From an optimization exercise on the open Yosys and OpenROAD flow, aimed at small area and a short achievable clock period; shortcuts taken in it are not production practice. Only simulation tests tie the RTL to the original design; equivalence was not proved. No activity file was given, so power comes from the tool's default toggle rates.

== rev 12 ==
## three_stage_mult
module three_stage_mult(input [15:0] a, input [15:0] b, output [31:0] out, input clk);
  reg [15:0] ra;
  reg [17:1] rt;
  reg [7:0] rc1, rc2, rc3;
  reg [31:0] rp;
  reg r2_f374;
  reg r2_f315;
  reg r2_f375;
  reg r2_f319;
  reg r2_f376;
  reg r2_f377;
  reg r2_f323;
  reg r2_f378;
  reg r2_f379;
  reg r2_f327;
  reg r2_f380;
  reg r2_f381;
  reg r2_f331;
  reg r2_f382;
  reg r2_f383;
  reg r2_f335;
  reg r2_f384;
  reg r2_f385;
  reg r2_f339;
  reg r2_f386;
  reg r2_f387;
  reg r2_f343;
  reg r2_f388;
  reg r2_f389;
  reg r2_f347;
  reg r2_f390;
  reg r2_f391;
  reg r2_f348;
  reg r2_f393;
  reg r2_f392;
  reg r2_f352;
  reg r2_f395;
  reg r2_f394;
  reg r2_h406;
  reg r2_f407;
  reg r2_f462;
  reg r2_f416;
  reg r2_f417;
  reg r2_f418;
  reg r2_f419;
  reg r2_f420;
  reg r2_f421;
  reg r2_f422;
  reg r2_f445;
  reg r2_f446;
  reg r2_f447;
  reg r2_f448;
  reg r2_f449;
  reg r2_h624;
  reg r2_h623;
  reg r2_h626;
  reg r2_h625;
  reg r2_h630;
  reg r2_h629;
  reg r2_h628;
  reg r2_h627;
  reg r2_h666;
  reg r2_h665;
  reg r2_m696;
  reg r2_m697;
  reg r2_h668;
  reg r2_h667;
  reg r2_h672;
  reg r2_h671;
  reg r2_h669;
  reg r2_pp264;
  reg r2_pp1;
  reg r2_pp3;
  reg r2_h457;
  reg r2_f459;
  reg r2_f461;
  wire k465, k466;
  wire x467;
  wire k468, k469;
  wire x470;
  wire k471, k472;
  wire x473;
  wire k474, k475;
  wire x476;
  wire k477, k478;
  wire x479;
  wire k480, k481;
  wire x482;
  wire k483, k484;
  wire x485;
  wire k486, k487;
  wire x488;
  wire k489, k490;
  wire x491;
  wire k492, k493;
  wire x494;
  wire k495, k496;
  wire x497;
  wire k498, k499;
  wire x500;
  wire k501, k502;
  wire x503;
  wire k504, k505;
  wire x506;
  wire k507, k508;
  wire x509;
  wire m510;
  wire m511, m512;
  wire m513, m514;
  wire m515, m516;
  wire m517, m518;
  wire m519, m520;
  wire m521, m522;
  wire m523, m524;
  wire m525, m526;
  wire m527, m528;
  wire m529, m530;
  wire m531, m532;
  wire m533, m534;
  wire m535, m536;
  wire g537;
  wire p538;
  wire g539;
  wire p540;
  wire iv541;
  wire m542;
  wire m543;
  wire m544, m545;
  wire m546, m547;
  wire m548, m549;
  wire m550, m551;
  wire m552, m553;
  wire m554, m555;
  wire m556, m557;
  wire m558, m559;
  wire m560, m561;
  wire m562, m563;
  wire m564, m565;
  wire m566, m567;
  wire m568, m569;
  ...
For scale: about 65 I/O pins, about 8600 um2 of cells after synthesis.
Settings: LEC_CHECK=0, CAP_MARGIN=20, CORE_MARGIN=2, CORE_UTILIZATION=40, CTS_BUF_LIST=sky130_fd_sc_hd__clkbuf_8, CTS_CLUSTER_DIAMETER=100, CTS_CLUSTER_SIZE=30, SETUP_SLACK_MARGIN=5, SLEW_MARGIN=20, SYNTH_HIERARCHICAL=1; clock period 8.0 ns.
standard.sh (not shown) runs the stock make flow with config.mk's settings and CLKGATE_MAP_FILE= SYNTH_SCRIPT=/design/flow/synth_recipe.tcl, a recipe that flattens the netlist after the stock synthesis.
==> flow/flow/run.sh <==
#!/bin/bash
# Own layout flow: the standard synthesis and layout, except that
#  - after synthesis every combinational cell is set to its smallest drive strength
#    (flow/downsize.tcl); timing repair then sizes up the cells that need it,
#  - the port buffers are plain buffers (buffer_ports -buffer_cell) rather than the
#    delay buffers buffer_ports picks by default,
#  - clock tree synthesis adds no dummy loads,
#  - timing repair aims at a larger setup margin.
# Each step's full output goes to its own log in this folder.
set -euo pipefail
bash standard.sh synth > flow_synth.log 2>&1
DOWNSIZE_ODB=orfs/results/sky130hd/three_stage_mult/base/1_synth.odb \
  openroad -no_init -exit flow/downsize.tcl > flow_downsize.log 2>&1
bash standard.sh "BUFFER_PORTS_ARGS=-buffer_cell sky130_fd_sc_hd__buf_2" \
  "CTS_ARGS=-sink_clustering_enable -repair_clock_nets -sink_clustering_size 30 -sink_clustering_max_diameter 100 -buf_list sky130_fd_sc_hd__clkbuf_8 -dont_use_dummy_load" \
  SETUP_SLACK_MARGIN=5.5 finish > flow_layout.log 2>&1
==> flow/flow/downsize.tcl <==
# Replace every combinational cell of the synthesized netlist by the smallest cell of
# the same function (same name up to the drive-strength suffix), keeping flip-flops as
# they are. Timing repair later sizes up the cells on critical paths.
set odb_file $::env(DOWNSIZE_ODB)
read_db $odb_file
set db [ord::get_db]
set block [ord::get_db_block]
# smallest master per base name (area, then the larger drive on a tie)
array set best {}
foreach lib [$db getLibs] {
  foreach m [$lib getMasters] {
    set n [$m getName]
    if {![regexp {^(sky130_fd_sc_hd__[a-z0-9]+)_([0-9]+)$} $n -> base drv]} { continue }
    set a [expr {[$m getWidth] * [$m getHeight]}]
    if {![info exists best($base)]} { set best($base) [list $a $drv $m]; continue }
    lassign $best($base) ba bd bm
    if {$a < $ba || ($a == $ba && $drv > $bd)} { set best($base) [list $a $drv $m] }
  }
}
set n 0
foreach inst [$block getInsts] {
  set m [$inst getMaster]
  set name [$m getName]
  if {![regexp {^(sky130_fd_sc_hd__[a-z0-9]+)_([0-9]+)$} $name -> base drv]} { continue }
  if {[regexp {__(df|dl|sdf|edf|conb|clk|tap|fill|decap|diode)} $name]} { continue }
  set bm [lindex $best($base) 2]
  if {[$bm getName] ne $name && [expr {[$bm getWidth] * [$bm getHeight]}] < [expr {[$m getWidth] * [$m getHeight]}]} {
    if {[$inst swapMaster $bm]} { incr n }
  }
}
puts "downsized $n cells"
write_db $odb_file
Rev 12 went all the way through synthesis, placement and routing and the layout is clean on timing, DRC and antenna.
Here is what was changed in the inputs of rev 13 compared with rev 12.
diff --git a/flow/flow/run.sh b/flow/flow/run.sh
--- a/flow/flow/run.sh
+++ b/flow/flow/run.sh
@@ -12,5 +12,5 @@
 DOWNSIZE_ODB=orfs/results/sky130hd/three_stage_mult/base/1_synth.odb \
   openroad -no_init -exit flow/downsize.tcl > flow_downsize.log 2>&1
-bash standard.sh "BUFFER_PORTS_ARGS=-buffer_cell sky130_fd_sc_hd__buf_2" \
+bash standard.sh "BUFFER_PORTS_ARGS=-buffer_cell sky130_fd_sc_hd__buf_1" \
   "CTS_ARGS=-sink_clustering_enable -repair_clock_nets -sink_clustering_size 30 -sink_clustering_max_diameter 100 -buf_list sky130_fd_sc_hd__clkbuf_8 -dont_use_dummy_load" \
-  SETUP_SLACK_MARGIN=5.5 finish > flow_layout.log 2>&1
+  SETUP_SLACK_MARGIN=5.45 finish > flow_layout.log 2>&1
Notes after the runs:
Rev 13: PASS, flow complete, no timing, DRC or antenna violations. Every stage of the flow completed for rev 12, and the final layout passed the timing, DRC and antenna checks. X dimension of the die essentially unchanged between rev 13 and rev 12. Rev 13 against rev 12: minimum setup slack in the final design shows no meaningful change; instance count along the most critical hold path flat.

---

Another version of the RTL of three_stage_mult (not shown whole).
Size in the first run: about 840 cells after synthesis, ~130 flip-flops, ~65 I/O pins, about 9300 µm² of cells after synthesis.
clock: 8.0 ns
lec_check: 0
cap_margin: 20
core_margin: 2
core_utilization: 40
cts_buf_list: sky130_fd_sc_hd__clkbuf_8
cts_cluster_diameter: 100
cts_cluster_size: 30
setup_slack_margin: 5
slew_margin: 20
synth_hierarchical: 1
==> flow/flow/run.sh <==
#!/bin/bash
# Own layout flow: the standard synthesis and layout, except that the port
# buffers are plain buffers (buffer_ports -buffer_cell) rather than the delay
# buffers buffer_ports picks by default. Each step's full output goes to its own log.
set -euo pipefail
bash standard.sh synth > flow_synth.log 2>&1
bash standard.sh "BUFFER_PORTS_ARGS=-buffer_cell sky130_fd_sc_hd__buf_2" finish > flow_layout.log 2>&1
Then changed:
==> flow/run.sh (new file) <==
#!/bin/bash
# synth_recipe.tcl (not shown) runs the flow's synth.tcl, then flattens the netlist and writes it again
# the make line also repeats each setting of config.mk as NAME=value (left out here)
make -C /OpenROAD-flow-scripts/flow DESIGN_CONFIG=/design/flow/config.mk WORK_HOME=/design/flow/orfs CLKGATE_MAP_FILE= SYNTH_SCRIPT=/design/flow/synth_recipe.tcl finish
CTS_BUF_LIST = default   (was sky130_fd_sc_hd__clkbuf_8)
CTS_CLUSTER_DIAMETER = default   (was 100)
CTS_CLUSTER_SIZE = default   (was 30)
removed: flow/flow/run.sh
removed: flow/standard.sh
=> Wire length rose slightly. Design area is higher by a few percent. Synthesized area stays the same. Sequential power is about the same. Clock-buffer cell count went up by 2. Global-route usage rose by 0.34 points. Die area stays the same. Worst setup slack is worse by 0.014 ns. Register-to-register slack barely changes. Power climbs by a little under a tenth. Flip-flop and latch count does not change.
Then changed:
CORE_UTILIZATION = 65   (was 40)
PLACE_DENSITY = 0.75   (was default)
SETUP_SLACK_MARGIN = default   (was 5)
=> Register-to-register slack is worse by 0.56 ns. Total power barely changes. Wire length shrinks by 7.2%. Die area fell by 38%. Maximum frequency drops by 16%. Combinational power barely changes. Via count went down by 0.62%.
Then changed:
CORE_UTILIZATION = 40   (was 65)
PLACE_DENSITY = default   (was 0.75)
SETUP_SLACK_MARGIN = 4.5   (was default)
Effect: The new run produced a clean layout; critical path depth is lower by 1; count of clock-buffer cells in the layout is higher by 1; setup slack gets better by 0.081 ns; die area is higher by well over a third.
Then changed:
==> flow/flow/run.sh (new file) <==
#!/bin/bash
# Own layout flow: the standard synthesis and layout, except that the port
# buffers are plain buffers (buffer_ports -buffer_cell) rather than the delay
# buffers buffer_ports picks by default. Each step's full output goes to its own log.
set -euo pipefail
bash standard.sh synth > flow_synth.log 2>&1
bash standard.sh "BUFFER_PORTS_ARGS=-buffer_cell sky130_fd_sc_hd__buf_2" finish > flow_layout.log 2>&1
==> flow/standard.sh (new file) <==
#!/bin/bash
# synth_recipe.tcl (not shown) runs the flow's synth.tcl, then flattens the netlist and writes it again
# the make line also repeats each setting of config.mk as NAME=value (left out here)
make -C /OpenROAD-flow-scripts/flow DESIGN_CONFIG=/design/flow/config.mk WORK_HOME=/design/flow/orfs CLKGATE_MAP_FILE= SYNTH_SCRIPT=/design/flow/synth_recipe.tcl "${@:-finish}"
SETUP_SLACK_MARGIN = 5   (was 4.5)
removed: flow/run.sh
Effect: The changed run completed without violations; utilization is higher by 1.9 points; global-route usage grows by 0.11 points; sequential cell count does not change; total power falls slightly; hold slack barely changes.
Then changed:
==> flow/run.sh (new file) <==
#!/bin/bash
# synth_recipe.tcl (not shown) runs the flow's synth.tcl, then flattens the netlist and writes it again
# the make line also repeats each setting of config.mk as NAME=value (left out here)
make -C /OpenROAD-flow-scripts/flow DESIGN_CONFIG=/design/flow/config.mk WORK_HOME=/design/flow/orfs CLKGATE_MAP_FILE= SYNTH_SCRIPT=/design/flow/synth_recipe.tcl finish
SETUP_SLACK_MARGIN = default   (was 5)
removed: flow/flow/run.sh
removed: flow/standard.sh
Via count fell by a few percent.
Worst setup slack got worse by 0.51 ns.
Total power increases slightly.

[port drivers added, routing unchanged]
The results above use ideal ports. As a check the final layouts listed here were re-extracted and re-timed, cells and wires unchanged. Step 1 sets driving cells, clkbuf_16 on the clock port and buf_2 on the other inputs (assumed; they add their load-dependent delay and slew). Step 2, shift: input delay + t, output delay - t, t = (earliest + latest rising clock arrival at the registers) / 2. This alone moves slack from input paths to output paths. Slacks: ideal ports / drivers / drivers and shift; pairs: ideal ports / drivers.
| run | t, ns | setup slack, ns | worst setup path after step 2 | latest minus earliest clock arrival (ns) | worst data-port slew with drivers (ns) |
|---|---|---|---|---|---|
| rev 12 | 0.477 | 5.509 / 5.467 / 5.089 | input to register | 0.039 / 0.040 | 0.04 |
| rev 13 | 0.473 | 5.508 / 5.466 / 5.083 | input to register | 0.040 / 0.039 | 0.03 |
| the first run of note 2 | 0.490 | 5.061 / 5.061 / 5.061 | register to register | 0.014 / 0.014 | 0.03 |
| the second run of note 2 | 0.463 | 5.047 / 5.047 / 5.047 | register to register | 0.010 / 0.010 | 0.03 |
| the third run of note 2 | 0.458 | 4.492 / 4.492 / 4.492 | register to register | 0.008 / 0.007 | 0.04 |
| the fourth run of note 2 | 0.466 | 4.573 / 4.573 / 4.573 | register to register | 0.007 / 0.007 | 0.03 |
| the fifth run of note 2 | 0.469 | 5.027 / 5.027 / 5.027 | register to register | 0.009 / 0.009 | 0.03 |
| the sixth run of note 2 | 0.466 | 4.514 / 4.514 / 4.514 | register to register | 0.009 / 0.008 | 0.03 |
After both steps setup and hold are still met in every run listed. The setup slack of rev 13, which loses most, moves by -0.042 ns with the drivers and by -0.425 ns with both steps.
